This is an optimization exercise on Yosys and OpenROAD, whose aim is small area, not a production implementation.
Only simulation tests tie the RTL to the original design; equivalence was not proved.

// pulse_arrays
module pulse_arrays #(
    parameter   WIDTH_left     =   8,
    parameter   WIDTH_up       =   8,
    parameter   WIDTH_out      =   16,
    parameter   Mritx_M   =   4,
    parameter   Mritx_N   =   4,
    parameter   Mritx_L   =   4,
    parameter   Mritx_LOG2_size  =   10
)(
    input   clk,
    input   rst,
    input   wire    valid_left,
    input   wire    valid_up,
    input   wire  [31:0]   left,
    input   wire  [31:0]   up,
    output  reg     ready,
    output  wire  [63:0]   product
);
reg  [4:0] cnt;      
reg        first;    
reg        last;     
always @(posedge clk) begin
    if (!rst) begin
        cnt   <= 5'd0;
        ready <= 1'b0;
        first <= 1'b0;
        last  <= 1'b0;
    end else begin
        first <= (cnt[1:0] == 2'd2);
        last  <= (cnt[1:0] == 2'd1);
        if (cnt == 5'd0) begin
            ready <= 1'b1;
            if (valid_left & valid_up)
                cnt <= 5'd1;
        end else begin
            ready <= (cnt == 5'd24);
            cnt   <= (cnt == 5'd24) ? 5'd0 : cnt + 5'd1;
        end
    end
end
reg  [7:0] b [0:15];
integer n;
always @(posedge clk) begin
    for (n = 1; n < 16; n = n + 1)
        if (n % 4 != 0) b[n] <= b[n-1];
    b[0]  <= valid_up ? up[7:0]   : b[15];
  ...
Settings: LEC_CHECK=0, CAP_MARGIN=20, CORE_MARGIN=2, CORE_UTILIZATION=40, CTS_BUF_LIST=sky130_fd_sc_hd__clkbuf_8, CTS_CLUSTER_DIAMETER=60, CTS_CLUSTER_SIZE=16, PLACE_DENSITY=0.6, SLEW_MARGIN=20, SYNTH_HIERARCHICAL=1; clock period 5.0 ns.
standard.sh (not shown) runs the stock make flow with config.mk's settings and CLKGATE_MAP_FILE= SYNTH_SCRIPT=/design/flow/synth_recipe.tcl, a recipe that flattens the netlist after the stock synthesis.
==> flow/flow/run.sh <==
#!/bin/bash
# The standard layout flow, with two changes:
# - the buffers that buffer_ports puts on every input and output port are the
#   smallest buffer cell (buf_1) instead of the cell buffer_ports picks;
# - clock tree synthesis inserts no dummy loads (its other arguments are the
#   ones the standard flow derives from config.mk).
set -euo pipefail
export BUFFER_PORTS_ARGS="-buffer_cell sky130_fd_sc_hd__buf_1"
export CTS_ARGS="-sink_clustering_enable -repair_clock_nets -sink_clustering_size 10 -sink_clustering_max_diameter 50 -buf_list sky130_fd_sc_hd__clkbuf_4 -dont_use_dummy_load"
bash standard.sh finish > standard.log 2>&1
Next try:
--- a/flow/flow/run.sh
+++ b/flow/flow/run.sh
@@ -7,4 +7,4 @@
 set -euo pipefail
 export BUFFER_PORTS_ARGS="-buffer_cell sky130_fd_sc_hd__buf_1"
-export CTS_ARGS="-sink_clustering_enable -repair_clock_nets -sink_clustering_size 10 -sink_clustering_max_diameter 50 -buf_list sky130_fd_sc_hd__clkbuf_4 -dont_use_dummy_load"
+export CTS_ARGS="-sink_clustering_enable -repair_clock_nets -sink_clustering_size 16 -sink_clustering_max_diameter 60 -buf_list sky130_fd_sc_hd__clkbuf_8 -dont_use_dummy_load"
 bash standard.sh finish > standard.log 2>&1
--- a/flow/config.mk
+++ b/flow/config.mk
@@ -8,9 +8,9 @@
 export CAP_MARGIN = 20
 export CORE_MARGIN = 2
-export CORE_UTILIZATION = 40
+export CORE_UTILIZATION = 60
 export CTS_BUF_LIST = sky130_fd_sc_hd__clkbuf_8
 export CTS_CLUSTER_DIAMETER = 60
 export CTS_CLUSTER_SIZE = 16
-export PLACE_DENSITY = 0.6
+export PLACE_DENSITY = 0.75
 export SLEW_MARGIN = 20
 export SYNTH_HIERARCHICAL = 1
The new run completed with no timing, DRC or antenna violations.
Cell area goes down by about 1%.
Clock-buffer cell count shrinks by 21.
Next try:
--- a/flow/flow/run.sh
+++ b/flow/flow/run.sh
@@ -7,4 +7,4 @@
 set -euo pipefail
 export BUFFER_PORTS_ARGS="-buffer_cell sky130_fd_sc_hd__buf_1"
-export CTS_ARGS="-sink_clustering_enable -repair_clock_nets -sink_clustering_size 16 -sink_clustering_max_diameter 60 -buf_list sky130_fd_sc_hd__clkbuf_8 -dont_use_dummy_load"
+export CTS_ARGS="-sink_clustering_enable -repair_clock_nets -sink_clustering_size 10 -sink_clustering_max_diameter 50 -buf_list sky130_fd_sc_hd__clkbuf_4 -dont_use_dummy_load"
 bash standard.sh finish > standard.log 2>&1
--- a/flow/config.mk
+++ b/flow/config.mk
@@ -9,7 +9,4 @@
 export CORE_MARGIN = 2
 export CORE_UTILIZATION = 60
-export CTS_BUF_LIST = sky130_fd_sc_hd__clkbuf_8
-export CTS_CLUSTER_DIAMETER = 60
-export CTS_CLUSTER_SIZE = 16
 export PLACE_DENSITY = 0.75
 export SLEW_MARGIN = 20
Effect: The changed run finished with timing, DRC and antenna clean; design area is lower by 0.84%; via count is higher by 0.97%; routed wire length is lower by 1.7%; clock-buffer cell count is higher by 21; global-route usage hardly moves; worst hold slack is better by 0.011 ns; non-clock buffer count is lower by 3; sequential share of layout area is higher by 0.38 points; setup slack is worse by 0.012 ns.
Next try:
==> flow/flow/run.sh (replaced) <==
#!/bin/bash
# The standard layout flow, with one change: the buffers that
# buffer_ports puts on every input and output port are the smallest buffer
# cell (buf_1) instead of the cell buffer_ports picks by default.
set -euo pipefail
export BUFFER_PORTS_ARGS="-buffer_cell sky130_fd_sc_hd__buf_1"
bash standard.sh finish > standard.log 2>&1
--- a/flow/config.mk
+++ b/flow/config.mk
@@ -8,6 +8,9 @@
 export CAP_MARGIN = 20
 export CORE_MARGIN = 2
-export CORE_UTILIZATION = 60
-export PLACE_DENSITY = 0.75
+export CORE_UTILIZATION = 40
+export CTS_BUF_LIST = sky130_fd_sc_hd__clkbuf_8
+export CTS_CLUSTER_DIAMETER = 60
+export CTS_CLUSTER_SIZE = 16
+export PLACE_DENSITY = 0.6
 export SLEW_MARGIN = 20
 export SYNTH_HIERARCHICAL = 1
Outcome:
- wire length is higher by a few percent
- setup slack gets better by 0.031 ns
- non-clock buffer count is higher by 8
- cell count is higher by roughly a tenth

---

Another version of the RTL of pulse_arrays (not shown whole).
Size in the first run: roughly 1400 cells after synthesis, ~130 I/O pins, ~0.019 mm² of cells after synthesis.
Settings: LEC_CHECK=0, CAP_MARGIN=20, CORE_MARGIN=2, CORE_UTILIZATION=45, PLACE_DENSITY=0.65, SLEW_MARGIN=20, SYNTH_HIERARCHICAL=1; clock period 5.0 ns.
==> flow/flow/run.sh <==
#!/bin/bash
# The standard layout flow, with two changes:
# - the buffers that buffer_ports puts on every input and output port are the
#   smallest buffer cell (buf_1) instead of the cell buffer_ports picks;
# - clock tree synthesis inserts no dummy loads (its other arguments are the
#   ones the standard flow derives from config.mk).
set -euo pipefail
export BUFFER_PORTS_ARGS="-buffer_cell sky130_fd_sc_hd__buf_1"
export CTS_ARGS="-sink_clustering_enable -repair_clock_nets -sink_clustering_size 10 -sink_clustering_max_diameter 50 -buf_list sky130_fd_sc_hd__clkbuf_4 -dont_use_dummy_load"
bash standard.sh finish > standard.log 2>&1
Rerun with:
Settings changed: CORE_UTILIZATION 45 to 60, PLACE_DENSITY 0.65 to 0.75.
What happened:
- The changed run finished clean
- area after synthesis stays the same
- wire length drops by about 4.4%
- setup slack is worse by 0.021 ns
- final area drops by about 1%
- register-to-register slack is worse by 0.02 ns
- die area drops by about 25%
- maximum frequency drops by about 0.45%
- core utilization climbs by 16 points
- global-route usage climbs by 5.0 points

---

## lane 1
Another version of the RTL of pulse_arrays (not shown whole).
Size in the first run: about 21,000 µm² of cells after synthesis.
// pulse_arrays
module pulse_arrays #(
    parameter   WIDTH_left     =   8,
    parameter   WIDTH_up       =   8,
    parameter   WIDTH_out      =   16,
    parameter   Mritx_M   =   4,
    parameter   Mritx_N   =   4,
    parameter   Mritx_L   =   4,
    parameter   Mritx_LOG2_size  =   10
)(
    input   clk,
    input   rst,
    input   wire    valid_left,
    input   wire    valid_up,
    input   wire  [31:0]   left,
    input   wire  [31:0]   up,
    output  reg     ready,
    output  wire  [63:0]   product
);
make LEC_CHECK=0 CAP_MARGIN=20 CORE_MARGIN=2 CORE_UTILIZATION=40 CTS_BUF_LIST=sky130_fd_sc_hd__clkbuf_8 PLACE_DENSITY=0.6 SLEW_MARGIN=20 SYNTH_HIERARCHICAL=1 finish   # period 5.0 ns
run.sh (not shown) runs the stock make flow with config.mk's settings and CLKGATE_MAP_FILE= SYNTH_SCRIPT=/design/flow/synth_recipe.tcl, a recipe that flattens the netlist after the stock synthesis.
Stock flow here: none of the scripts above is used.
Lane 1 did not stop at any stage, and its layout met the timing, design-rule and antenna checks.
For lane 2, these inputs were changed with respect to lane 1:
- CTS_CLUSTER_DIAMETER newly set to 60
- CTS_CLUSTER_SIZE newly set to 16
## What came out
Between lane 1 and lane 2, the routed wire length is higher for lane 1.
When lane 2 is measured against lane 1, its fraction of area in registers turns out 1.8 points higher.
The inputs of lane 3 differ from those of lane 2 as listed below.
- CTS_CLUSTER_SIZE removed (was 16)
- CTS_CLUSTER_DIAMETER removed (was 60)
- CTS_BUF_LIST removed (was sky130_fd_sc_hd__clkbuf_8)
### Flow results
Lane 3: met2 routed wirelength 310 µm above lane 2. Of the two candidates, lane 2 has the worse post-layout minimum cycle time and lane 3 the better one. Lane 3 against lane 2: fraction of the cycle the final worst path needs moved down; routed wire length moved up. Number of standard cells in the layout, taps in and fillers out: lane 3 > lane 2.

---

pulse_arrays, a different RTL version from the one above (not shown whole).
Size in the first run: ~530 flip-flops, about 130 I/O pins, ~19000 sq um of cells after synthesis.
// pulse_arrays
module pulse_arrays #(
    parameter   WIDTH_left     =   8,
    parameter   WIDTH_up       =   8,
    parameter   WIDTH_out      =   16,
    parameter   Mritx_M   =   4,
    parameter   Mritx_N   =   4,
    parameter   Mritx_L   =   4,
    parameter   Mritx_LOG2_size  =   10
)(
    input   clk,
    input   rst,
    input   wire    valid_left,
    input   wire    valid_up,
    input   wire  [31:0]   left,
    input   wire  [31:0]   up,
    output  reg     ready,
    output  wire  [63:0]   product
);
Settings: LEC_CHECK=0, CAP_MARGIN=20, CORE_MARGIN=2, CORE_UTILIZATION=60, GPL_TIMING_DRIVEN=0, PLACE_DENSITY=0.75, SLEW_MARGIN=20, SYNTH_HIERARCHICAL=1; clock period 5.0 ns.
standard.sh (not shown) runs the stock make flow with config.mk's settings and CLKGATE_MAP_FILE= SYNTH_SCRIPT=/design/flow/synth_recipe.tcl, a recipe that flattens the netlist after the stock synthesis.
Scripts as last shown in full above: flow/flow/run.sh
The first run finished clean.
Then changed:
--- a/flow/flow/run.sh
+++ b/flow/flow/run.sh
@@ -8,3 +8,3 @@
 export BUFFER_PORTS_ARGS="-buffer_cell sky130_fd_sc_hd__buf_1"
-export CTS_ARGS="-sink_clustering_enable -repair_clock_nets -sink_clustering_size 10 -sink_clustering_max_diameter 50 -buf_list sky130_fd_sc_hd__clkbuf_4 -dont_use_dummy_load"
+export CTS_ARGS="-sink_clustering_enable -repair_clock_nets -sink_clustering_size 12 -sink_clustering_max_diameter 60 -buf_list sky130_fd_sc_hd__clkbuf_4 -dont_use_dummy_load"
 bash standard.sh finish > standard.log 2>&1
Settings changed: GPL_TIMING_DRIVEN 0 to default.
Effect:
- setup slack is better by 0.047 ns
- sequential share of layout area decreases by 0.34 points
- clock skew is lower by 0.0050 ns

==> separate check: timing with driven ports <==
The results above use ideal ports. As a check the final layouts listed here were re-extracted and re-timed, cells and wires unchanged.
Step 1 assumes that a clkbuf_16 drives the clock port and a buf_2 every other input.
Step 2 moves the port delays by t, midway between the first and last clock arrival at a register: inputs arrive t later, outputs are due t later. That takes back most of the time a late clock gives input paths.
Slacks: no drivers / after step 1 / after step 2; pairs: no drivers / after step 1.
| run | t (ns) | setup slack, ns | worst hold slack (ns) | worst setup path at the end |
|---|---|---|---|---|
| the first run of note 1 | 0.868 | 0.219 / 0.219 / 0.219 | 0.235 / 0.235 / 0.235 | register to register |
| the second run of note 1 | 0.639 | 0.225 / 0.225 / 0.225 | 0.250 / 0.250 / 0.250 | register to register |
| the third run of note 1 | 0.813 | 0.213 / 0.213 / 0.213 | 0.261 / 0.261 / 0.261 | register to register |
| the fourth run of note 1 | 0.678 | 0.244 / 0.244 / 0.244 | 0.315 / 0.315 / 0.315 | register to register |
| the first run of note 2 | 0.841 | 0.250 / 0.250 / 0.250 | 0.295 / 0.295 / 0.295 | register to register |
| the second run of note 2 | 0.756 | 0.228 / 0.228 / 0.228 | 0.239 / 0.239 / 0.239 | register to register |
| lane 1 | 0.703 | 0.225 / 0.225 / 0.225 | 0.307 / 0.307 / 0.307 | register to register |
| lane 2 | 0.676 | 0.231 / 0.231 / 0.231 | 0.324 / 0.324 / 0.324 | register to register |
| lane 3 | 0.653 | 0.238 / 0.238 / 0.238 | 0.311 / 0.311 / 0.311 | register to register |
| the first run of note 4 | 0.760 | 0.217 / 0.217 / 0.217 | 0.255 / 0.255 / 0.255 | register to register |
| the second run of note 4 | 0.743 | 0.264 / 0.264 / 0.264 | 0.220 / 0.220 / 0.220 | register to register |
After both steps setup and hold are still met in every run listed.
